This is an optimization exercise on Yosys and OpenROAD, whose aim is small area, a short achievable clock period and few clock cycles per item, not a production implementation.
The RTL was checked by simulation tests, not by an equivalence proof against the original design.
Power and IR drop assume default switching activity.

Design mp_adder, start of the top module:
module mp_adder (
    input  wire         iAddSub,
    input  wire         iClk,
    input  wire         iRst,
    input  wire         iStart,
    input  wire [511:0] iOpA,
    input  wire [511:0] iOpB,
    output wire [512:0] oRes,
    output wire         oDone);
Size in the first run: about 130 flip-flops, about 30000 µm² of cells after synthesis.
clock: 5.0 ns
lec_check: 0
cap_margin: 5
core_area: 10 10 460 460
die_area: 0 0 470 470
gpl_timing_driven: 0
setup_slack_margin: 0.9
slew_margin: 5
synth_hierarchical: 1
standard.sh (not shown) runs the stock make flow with config.mk's settings and CLKGATE_MAP_FILE= SYNTH_SCRIPT=/design/flow/synth_recipe.tcl, a recipe that flattens the netlist after the stock synthesis.
==> flow/flow/run.sh <==
#!/bin/bash
# Standard ORFS layout (the standard.sh) with three changes to how it is done:
# - buffer_ports gives every input and output port a buf_1 cell (the resizer
#   still sizes them as timing needs) instead of the cell it picks by default;
# - the ports are placed in bit order round the die edge, each bit's
#   iOpA/iOpB/oRes side by side (flow/pinorder.tcl, before place_pins);
# - before the resize step's repair_design, high-fanout nets get buffer trees
#   built from their sinks' locations (flow/pre_resize.tcl, flow/tree.tcl).
set -euo pipefail
export BUFFER_PORTS_ARGS="-buffer_cell sky130_fd_sc_hd__buf_1"
export PRE_IO_PLACEMENT_TCL="$(pwd)/flow/pinorder.tcl"
export PRE_RESIZE_TCL="$(pwd)/flow/pre_resize.tcl"
bash standard.sh > standard_flow.log 2>&1
Other scripts of this flow, unchanged in this note and not shown: flow/flow/pinorder.tcl, flow/flow/pre_resize.tcl, flow/flow/tree.tcl
Testbench counts at the start, summed over its fixed seeds: cycles 768, items 384.
Next try:
--- a/flow/config.mk
+++ b/flow/config.mk
@@ -8 +8 @@
-export CAP_MARGIN = 5
+export CAP_MARGIN = 20
@@ -13 +13 @@
-export SLEW_MARGIN = 5
+export SLEW_MARGIN = 20
Effect: Global-route usage is about the same; combinational power barely changes; first-iteration DRC count stays the same; flip-flop and latch count does not change; final cell count climbs by 0.38%; worst hold slack gets better by 0.0063 ns; non-clock buffer count rose by 31; die area is unchanged; wire length is about the same; via count came out higher by 0.49%; clock-buffer cell count does not change.
Next try:
--- a/flow/config.mk
+++ b/flow/config.mk
@@ -12 +12,2 @@
-export SETUP_SLACK_MARGIN = 0.9
+export PLACE_DENSITY = 0.8
+export SETUP_SLACK_MARGIN = 0.8
The changed run completed without violations.
Non-clock buffer count decreases by 81.
Setup slack gets worse by 0.11 ns.
Routed wire length decreases by 1.0%.
Cell count decreases by 1.0%.
Sequential share of layout area increases by 0.16 points.
Global-route usage decreases by 0.16 points.
Design area decreases by 2.5%.
Synthesized area stays the same.

========
## job 9520
Another version of the RTL of mp_adder (not shown whole).
For scale: about 4100 cells after synthesis, about 130 flip-flops.
clock: 5.0 ns
lec_check: 0
cap_margin: 20
core_area: 4 4 396 396
die_area: 0 0 400 400
slew_margin: 20
synth_hierarchical: 1
==> flow/flow/run.sh <==
#!/bin/bash
# Standard ORFS layout (the standard.sh) with two changes to how it is done:
# - buffer_ports gives every input and output port a buf_1 cell (the resizer
#   still sizes them as timing needs) instead of the cell it picks by default;
# - place_pins may put pins one routing track apart, so that the 1542 ports fit
#   on a smaller die.
set -euo pipefail
export BUFFER_PORTS_ARGS="-buffer_cell sky130_fd_sc_hd__buf_1"
export PLACE_PINS_ARGS="-min_distance 1 -min_distance_in_tracks"
bash standard.sh > standard_flow.log 2>&1
Job 9520 is listed as incomplete: the tool reported an error in global routing and the run ended there.
Testbench counts of job 9520, summed over its fixed seeds: cycles 768, items 384.
Input changes introduced in job 2043 (baseline for comparison: job 9520):
Settings: putting GPL_TIMING_DRIVEN at 0 where nothing was set; swapping 0 0 400 400 for 0 0 560 560 in DIE_AREA; putting SETUP_SLACK_MARGIN at 1.0 where nothing was set; swapping 4 4 396 396 for 10 10 550 550 in CORE_AREA.
==> flow/flow/run.sh <==
#!/bin/bash
# Standard ORFS layout (the standard.sh), with the port buffers that
# buffer_ports inserts on every input and output made buf_1 cells instead of
# the cell it picks by default; the resizer still sizes them as timing needs.
set -euo pipefail
export BUFFER_PORTS_ARGS="-buffer_cell sky130_fd_sc_hd__buf_1"
bash standard.sh > standard_flow.log 2>&1
==> run summary <==
- Both conditions hold for job 2043: the flow ran to the end and the final layout passed the timing, DRC and antenna checks.
- Comparing effective utilization at floorplan for job 9520 and job 2043, the bigger number came from job 9520.
- Looking at worst-case setup slack after placement, job 2043 sits 3.49 ns below job 9520.
- Going from job 9520 to job 2043, placed instance area rose by about 4.4%; number of placement rows rose by about 40%; post-synthesis instance area stayed essentially flat; routability-driven placement congestion ratio fell by 0.021.
> inputs changed (job 2043 -> job 7098)
Settings: SETUP_SLACK_MARGIN now 0.5, was 1.0.
The post-route met1 wirelength of job 7098 falls short of that of job 2043 by about 10%.
Sort job 2043 and job 7098 by critical path depth, ascending, and job 2043 comes first.
The share of power burned in the clock network reported for job 7098 is greater than that of job 2043 by 1.6 points.
Number of antenna violations at the first check in global routing was higher in job 2043 than in job 7098.
Compared job 2043 against job 7098; clock-buffer cell count within noise.
Job 2043 has lower slack of the critical path than job 7098.
Delta (job 7098 minus job 2043): combinational power now smaller; total area of multi-input combinational cells now smaller.
## Diff of input files: job 9115 against job 7098
Settings: removing SETUP_SLACK_MARGIN (formerly 0.5).
==> flow/flow/run.sh <==
#!/bin/bash
# Standard ORFS layout (the standard.sh) with two changes to how it is done:
# - buffer_ports gives every input and output port a buf_1 cell (the resizer
#   still sizes them as timing needs) instead of the cell it picks by default;
# - before the resize step's repair_design, high-fanout nets are buffered with
#   gain-based buffer trees (flow/pre_resize.tcl).
set -euo pipefail
export BUFFER_PORTS_ARGS="-buffer_cell sky130_fd_sc_hd__buf_1"
export PRE_RESIZE_TCL="$(pwd)/flow/pre_resize.tcl"
bash standard.sh > standard_flow.log 2>&1
==> flow/flow/pre_resize.tcl (new file) <==
# Runs inside ORFS's resize step (3_4), after global placement and before its
# repair_design: gain-based buffering of the high-fanout nets, which builds
# buffer trees from the sink locations instead of chains along the wire.
log_cmd repair_design -buffer_gain 4.0 -verbose
Results
In job 9115 the implementation completed, yet the final layout does not meet the checks, the culprit being negative setup slack.
In the flow results for job 7098 and job 9115, the switching power summed over all nets is smaller on job 7098.
Delta (job 9115 minus job 7098): power density of the placed cells shows a reduction of 2.0%; share of final-layout standard cells stronger than drive strength 1 shows an increase of 0.77 points; final cell count without fillers shows an increase of 0.54%; largest net degree at the start of global routing shows a reduction of 8.
Job 9115 — combined area of the multi-input logic cells 140 sq um higher, job 7098 as reference
Of job 7098 and job 9115, the higher area overhead of the layout relative to synthesis belongs to job 9115.
Summary — number of gates resized after cts, job 9115 relative to job 7098: higher, by 13.
Job 9115 gives more post-layout instance area than job 7098 did.
Across both runs, part of the power in combinational logic was higher for job 9115 than for job 7098.
What job 6073 does differently from job 9115 at the input level:
Settings: GPL_TIMING_DRIVEN removed (was 0).
==> flow/flow/run.sh <==
#!/bin/bash
# Standard ORFS layout (the standard.sh), with the port buffers that
# buffer_ports inserts on every input and output made buf_1 cells instead of
# the cell it picks by default; the resizer still sizes them as timing needs.
set -euo pipefail
export BUFFER_PORTS_ARGS="-buffer_cell sky130_fd_sc_hd__buf_1"
bash standard.sh > standard_flow.log 2>&1
removed: flow/flow/pre_resize.tcl
## What came out
Compared with job 9115, in job 6073 cell area now sits lower, number of vias after detailed routing fell 1816, global-route wire length before repair decreased 11%. Compared with job 9115, job 6073 shows a lower total routed wirelength. Job 6073: all stages complete, timing, DRC and antenna checks passed. NOTE met3 wire length job 9115->job 6073 decreased by more than 10%.

========
RTL: one of the versions met above, not the one the previous note started from.
For scale: about 3600 cells after synthesis.
Settings: LEC_CHECK=0, CAP_MARGIN=0, CORE_AREA=10 10 460 460, DIE_AREA=0 0 470 470, GPL_TIMING_DRIVEN=0, SETUP_SLACK_MARGIN=0.8, SLEW_MARGIN=0, SYNTH_HIERARCHICAL=1; clock period 5.0 ns.
==> flow/flow/run.sh <==
#!/bin/bash
# Standard ORFS layout (the standard.sh) with three changes to how it is done:
# - buffer_ports gives every input and output port a buf_1 cell (the resizer
#   still sizes them as timing needs) instead of the cell it picks by default;
# - the ports are placed in bit order round the die edge, each bit's
#   iOpA/iOpB/oRes side by side (flow/pinorder.tcl, before place_pins);
# - before the resize step's repair_design, high-fanout nets get buffer trees
#   built from their sinks' locations (flow/pre_resize.tcl, flow/tree.tcl).
set -euo pipefail
export BUFFER_PORTS_ARGS="-buffer_cell sky130_fd_sc_hd__buf_1"
export PRE_IO_PLACEMENT_TCL="$(pwd)/flow/pinorder.tcl"
export PRE_RESIZE_TCL="$(pwd)/flow/pre_resize.tcl"
bash standard.sh > standard_flow.log 2>&1
Other scripts of this flow, unchanged in this note and not shown: flow/flow/pinorder.tcl, flow/flow/pre_resize.tcl, flow/flow/tree.tcl
The first run completed without violations.
Testbench counts at the start, summed over its fixed seeds: cycles 768, items 384.
Change:
Settings changed: CAP_MARGIN 0 to 20, SETUP_SLACK_MARGIN 0.8 to 1.1, SLEW_MARGIN 0 to 20.
After rerunning:
- The new run finished with timing, DRC and antenna clean
- total power went up by 8.9%
- via count went up by 5.2%
- clock power stays flat
- sequential share of layout area went down by 0.65 points
- design area went up by 11%
- utilization went up by 2.2 points
- critical path depth went down by 4

========
== job 6997 ==
mp_adder again, from the RTL that the note above started with.
Design mp_adder, start of the top module:
module mp_adder (
    input  wire         iAddSub,
    input  wire         iClk,
    input  wire         iRst,
    input  wire         iStart,
    input  wire [511:0] iOpA,
    input  wire [511:0] iOpB,
    output wire [512:0] oRes,
    output wire         oDone);
Settings: LEC_CHECK=0, CAP_MARGIN=20, CORE_AREA=10 10 460 460, DIE_AREA=0 0 470 470, GPL_TIMING_DRIVEN=0, SETUP_SLACK_MARGIN=0.8, SLEW_MARGIN=20, SYNTH_HIERARCHICAL=1; clock period 5.0 ns.
==> flow/flow/pinorder.tcl <==
# Place the ports in bit order around the die: bit i's iOpA[i], iOpB[i] and
# oRes[i] sit next to each other, bits 0..511 go round the die edge (bottom
# left to right, right edge upwards, top right to left, left edge downwards),
# and the control ports fill the gap between bit 511 and bit 0, in the
# middle of the left edge.
proc po_slots {} {
  set block [ord::get_db_block]
  set die [$block getDieArea]
  set dbu [$block getDbUnitsPerMicron]
  set W [expr {[$die xMax] / double($dbu)}]
  set H [expr {[$die yMax] / double($dbu)}]
  set m 10.0
  set slots {}
  # bottom: met2 tracks x = 0.23 + 0.46k, two tracks apart
  for {set x [expr {0.23 + 0.46 * ceil(($m - 0.23) / 0.46)}]} {$x <= $W - $m} {set x [expr {$x + 0.92}]} {
    lappend slots [list met2 $x 0.0]
  }
  # right: met3 tracks y = 0.34 + 0.68k
  for {set y [expr {0.34 + 0.68 * ceil(($m - 0.34) / 0.68)}]} {$y <= $H - $m} {set y [expr {$y + 1.36}]} {
    lappend slots [list met3 $W $y]
  }
  # top, right to left
  set top {}
  for {set x [expr {0.23 + 0.46 * ceil(($m - 0.23) / 0.46)}]} {$x <= $W - $m} {set x [expr {$x + 0.92}]} {
    lappend top [list met2 $x $H]
  }
  set slots [concat $slots [lreverse $top]]
  # left, top to bottom
  set left {}
  for {set y [expr {0.34 + 0.68 * ceil(($m - 0.34) / 0.68)}]} {$y <= $H - $m} {set y [expr {$y + 1.36}]} {
    lappend left [list met3 0.0 $y]
  }
  return [concat $slots [lreverse $left]]
}

proc po_place {name slot} {
  lassign $slot layer x y
  if {$layer == "met2"} { set sz {0.14 0.485} } else { set sz {0.8 0.3} }
  place_pin -pin_name $name -layer $layer -location [list $x $y] -pin_size $sz -force_to_die_boundary
}

proc po_all {} {
  set slots [po_slots]
  set ns [llength $slots]
  # start the ring at the middle of the left edge, so that the control ports
  # (placed last) sit in the middle of the left edge, as close to the die
  # centre as an edge port can be
  set nl 0
  foreach sl $slots { if {[lindex $sl 0] == "met3" && [lindex $sl 1] == 0.0} { incr nl } }
  set rot [expr {$ns - $nl / 2 + 3}]
  set slots [concat [lrange $slots $rot end] [lrange $slots 0 [expr {$rot - 1}]]]
  set ctrl {iClk iRst iStart iAddSub oDone oRes[512]}
  # bits spread evenly over the ring, leaving room for the control ports at the end
  set nbits 512
  set used [expr {3 * $nbits + [llength $ctrl]}]
  if {$used > $ns} { error "pinorder: $used ports but only $ns slots" }
  set step [expr {double($ns - [llength $ctrl]) / $nbits}]
  for {set i 0} {$i < $nbits} {incr i} {
    set s [expr {int(floor($i * $step))}]
    po_place "iOpA\[$i\]" [lindex $slots $s]
    po_place "iOpB\[$i\]" [lindex $slots [expr {$s + 1}]]
    po_place "oRes\[$i\]" [lindex $slots [expr {$s + 2}]]
  }
  set s [expr {$ns - [llength $ctrl]}]
  foreach c $ctrl {
    po_place $c [lindex $slots $s]
    incr s
  }
  puts "pinorder: placed [expr {3 * $nbits + [llength $ctrl]}] ports on $ns slots"
}
po_all
Scripts as last shown in full above: flow/flow/run.sh
Other scripts of this flow, unchanged in this note and not shown: flow/flow/pre_resize.tcl, flow/flow/tree.tcl
Testbench counts of job 6997, summed over its fixed seeds: cycles 768, items 384.
Input-level comparison between job 1360 and job 6997:
Settings: SETUP_SLACK_MARGIN: 0.8 -> 0.5.
diff --git a/flow/flow/pinorder.tcl b/flow/flow/pinorder.tcl
--- a/flow/flow/pinorder.tcl
+++ b/flow/flow/pinorder.tcl
@@ -3,4 +3,3 @@
 # left to right, right edge upwards, top right to left, left edge downwards),
-# and the control ports fill the gap between bit 511 and bit 0, in the
-# middle of the left edge.
+# and the control ports fill the gap between bit 511 and bit 0.
 proc po_slots {} {
@@ -44,9 +43,2 @@
   set ns [llength $slots]
-  # start the ring at the middle of the left edge, so that the control ports
-  # (placed last) sit in the middle of the left edge, as close to the die
-  # centre as an edge port can be
-  set nl 0
-  foreach sl $slots { if {[lindex $sl 0] == "met3" && [lindex $sl 1] == 0.0} { incr nl } }
-  set rot [expr {$ns - $nl / 2 + 3}]
-  set slots [concat [lrange $slots $rot end] [lrange $slots 0 [expr {$rot - 1}]]]
   set ctrl {iClk iRst iStart iAddSub oDone oRes[512]}
--- outcome ---
Job 1360: final instance area about 2.7% below job 6997
On area of placed instances, job 6997 tracks job 1360 almost exactly.
Diff job 6997 -> job 1360: first-pass GRT wire length picked up an extra 600 um; count of plain and timing-repair buffers lost about 4%; arrival time of data at the critical path endpoint picked up an extra 0.11 ns; synthesized cell count neither gained nor lost much.
On final worst-path cycle share, the lower figure sits with job 6997, not job 1360.
Relative to job 1360, the following input files were edited for job 5374:
Settings: CORE_AREA: 10 10 460 460 -> 10 10 442 442; CAP_MARGIN: 20 -> 5; SETUP_SLACK_MARGIN: 0.5 -> 0.8; DIE_AREA: 0 0 470 470 -> 0 0 452 452; SLEW_MARGIN: 20 -> 5.
==> comparison <==
- Job 5374 vs job 1360, class of the most critical setup path: primary input to flip-flop vs primary input to output port
- Taking job 1360 as the reference, in job 5374 post-route minimum period -0.19 ns, vertical die dimension -3.8%, arrival time of data at the critical path endpoint +1.24 ns, post-route total power -about 0.56%.

========
Setup of v6:
mp_adder again, from the RTL that the note above started with.
export LEC_CHECK = 0
export CAP_MARGIN = 20
export CORE_AREA = 10 10 460 460
export DIE_AREA = 0 0 470 470
export GPL_TIMING_DRIVEN = 0
export SETUP_SLACK_MARGIN = 0.8
export SLEW_MARGIN = 20
export SYNTH_HIERARCHICAL = 1
create_clock -name core_clock -period 5.0 [get_ports {iClk}]
==> flow/flow/pre_resize.tcl <==
# Runs inside ORFS's resize step (3_4), after global placement and before its
# repair_design: every signal net with more than 16 sinks gets a buffer tree
# built from its sinks' placed locations (flow/tree.tcl), instead of the
# chain of buffers that repair_design would lay along the net.
source [file join [file dirname [info script]] tree.tcl]
bt_all 16 16 6 {sky130_fd_sc_hd__buf_4 sky130_fd_sc_hd__buf_8}
Scripts as last shown in full above: flow/flow/run.sh
Other scripts of this flow, unchanged in this note and not shown: flow/flow/pinorder.tcl, flow/flow/tree.tcl
Testbench counts of v6, summed over its fixed seeds: cycles 768, items 384.
Here is what was changed in the inputs of v21 compared with v6.
Settings: putting PLACE_DENSITY at 0.4 where nothing was set.
==> flow/flow/pre_resize.tcl <==
# Runs inside ORFS's resize step (3_4), after global placement and before its
# repair_design: every signal net with more than 12 sinks gets a buffer tree
# built from its sinks' placed locations (flow/tree.tcl), instead of the
# chain of buffers that repair_design would lay along the net.
source [file join [file dirname [info script]] tree.tcl]
bt_all 12 12 8 {sky130_fd_sc_hd__buf_4 sky130_fd_sc_hd__buf_8}
==> comparison <==
v21: full flow OK, the timing, DRC and antenna checks passed. End-of-flow core utilization delta (v6 -> v21): insignificant. v6 vs v21, highest layer used for signal routing: met5 vs met4. Relative to v6, the final design instance area without fill measured on v21 has increased slightly. Compared with v6, v21 is hungrier on power. Internal power of the cells: v21 vs v6 down about 1.4%.
#### Input delta (v33 over v21)
Settings: PLACE_DENSITY no longer set, was 0.4.
==> run summary <==
- v33 ended with every stage complete and zero timing, DRC or antenna violations.
- When the final numbers for v21 and v33 were put side by side, the minimum period implied by the final worst setup slack turned out to be greater in v21.
- Power, v21 and v33: smaller value in v33
- v21 has a higher data arrival time of the worst path than v33.
- In v33, the count of inserted antenna diode cells came out 9 below the value in v21.
- v33 vs v21 — clock power climbed by more than 10%
- Diff v21 -> v33 | fmax | up slightly
- Setup WNS v21 -> v33: better
--- input diff v33..v20 ---
Settings: CORE_AREA: 10 10 460 460 -> 10 10 442 442; DIE_AREA: 0 0 470 470 -> 0 0 452 452.
Notes after the runs:
- Compared to v33, v20 has initial core utilization 1.3 points higher.
- Global-route met3 utilization across v33 and v20: no real change.
- On core utilization: between v33 and v20, it ends up higher for v20.
- ~same post-synthesis to final-layout area growth in v33 and v20
- The total non-filler cell area in the finished layout was comparable across v33 and v20.
- Headroom to the max-slew limit, v33 and v20: lower on v33
- Die size: v20 is under v33

[static timing again, ports no longer ideal]
No port has a modelled driver above. Below, the same layouts with a new extraction and two added sets of constraints. Step 1, drivers: a clkbuf_16 drives iClk and a buf_2 each remaining input, both assumed. Step 2, shift: input delay + t, output delay - t, t = (earliest + latest rising clock arrival at the registers) / 2. This alone moves slack from input paths to output paths. Slacks: ideal / step 1 / step 2; pairs: ideal / step 1.
run | t, ns | slack for setup (ns) | hold slack, ns | worst setup path after step 2
the first run of note 1 | 0.611 | 0.896 / 0.874 / 0.303 | 0.665 / 0.615 / 1.226 | input to register
the second run of note 1 | 0.606 | 0.854 / 0.787 / 0.269 | 0.671 / 0.622 / 1.228 | input to register
the third run of note 1 | 0.601 | 0.746 / 0.763 / 0.162 | 0.680 / 0.631 / 1.232 | input to register
job 2043 | 0.653 | 0.308 / 0.244 / -0.317 | 0.638 / 0.589 / 1.242 | input to register
job 7098 | 0.636 | 0.338 / 0.311 / -0.320 | 0.668 / 0.620 / 1.256 | input to register
job 9115 | 0.647 | -0.052 / -0.001 / -0.648 | 0.630 / 0.594 / 1.241 | input to register
job 6073 | 0.654 | 0.286 / 0.213 / -0.080 | 0.666 / 0.631 / 1.285 | input to register
the first run of note 3 | 0.611 | 0.890 / 0.803 / 0.271 | 0.664 / 0.615 / 1.226 | input to register
the second run of note 3 | 0.605 | 0.897 / 0.826 / 0.346 | 0.669 / 0.621 / 1.225 | input to register
job 6997 | 0.583 | 0.803 / 0.760 / 0.245 | 0.680 / 0.644 / 1.227 | input to register
job 1360 | 0.609 | 0.686 / 0.637 / 0.113 | 0.666 / 0.618 / 1.227 | input to register
job 5374 | 0.597 | 0.873 / 0.795 / 0.260 | 0.676 / 0.620 / 1.217 | input to register
v6 | 0.609 | 0.769 / 0.764 / 0.175 | 0.668 / 0.617 / 1.226 | input to register
v21 | 0.604 | 0.802 / 0.750 / 0.209 | 0.677 / 0.618 / 1.222 | input to register
v33 | 0.605 | 0.843 / 0.790 / 0.272 | 0.668 / 0.619 / 1.225 | input to register
v20 | 0.593 | 0.824 / 0.769 / 0.278 | 0.685 / 0.632 / 1.225 | input to register
With both steps, setup timing fails in job 2043, job 7098 and job 6073, where it was met with ideal ports. The setup slack of job 7098, which loses most, moves by -0.027 ns with the drivers and by -0.658 ns with both steps.
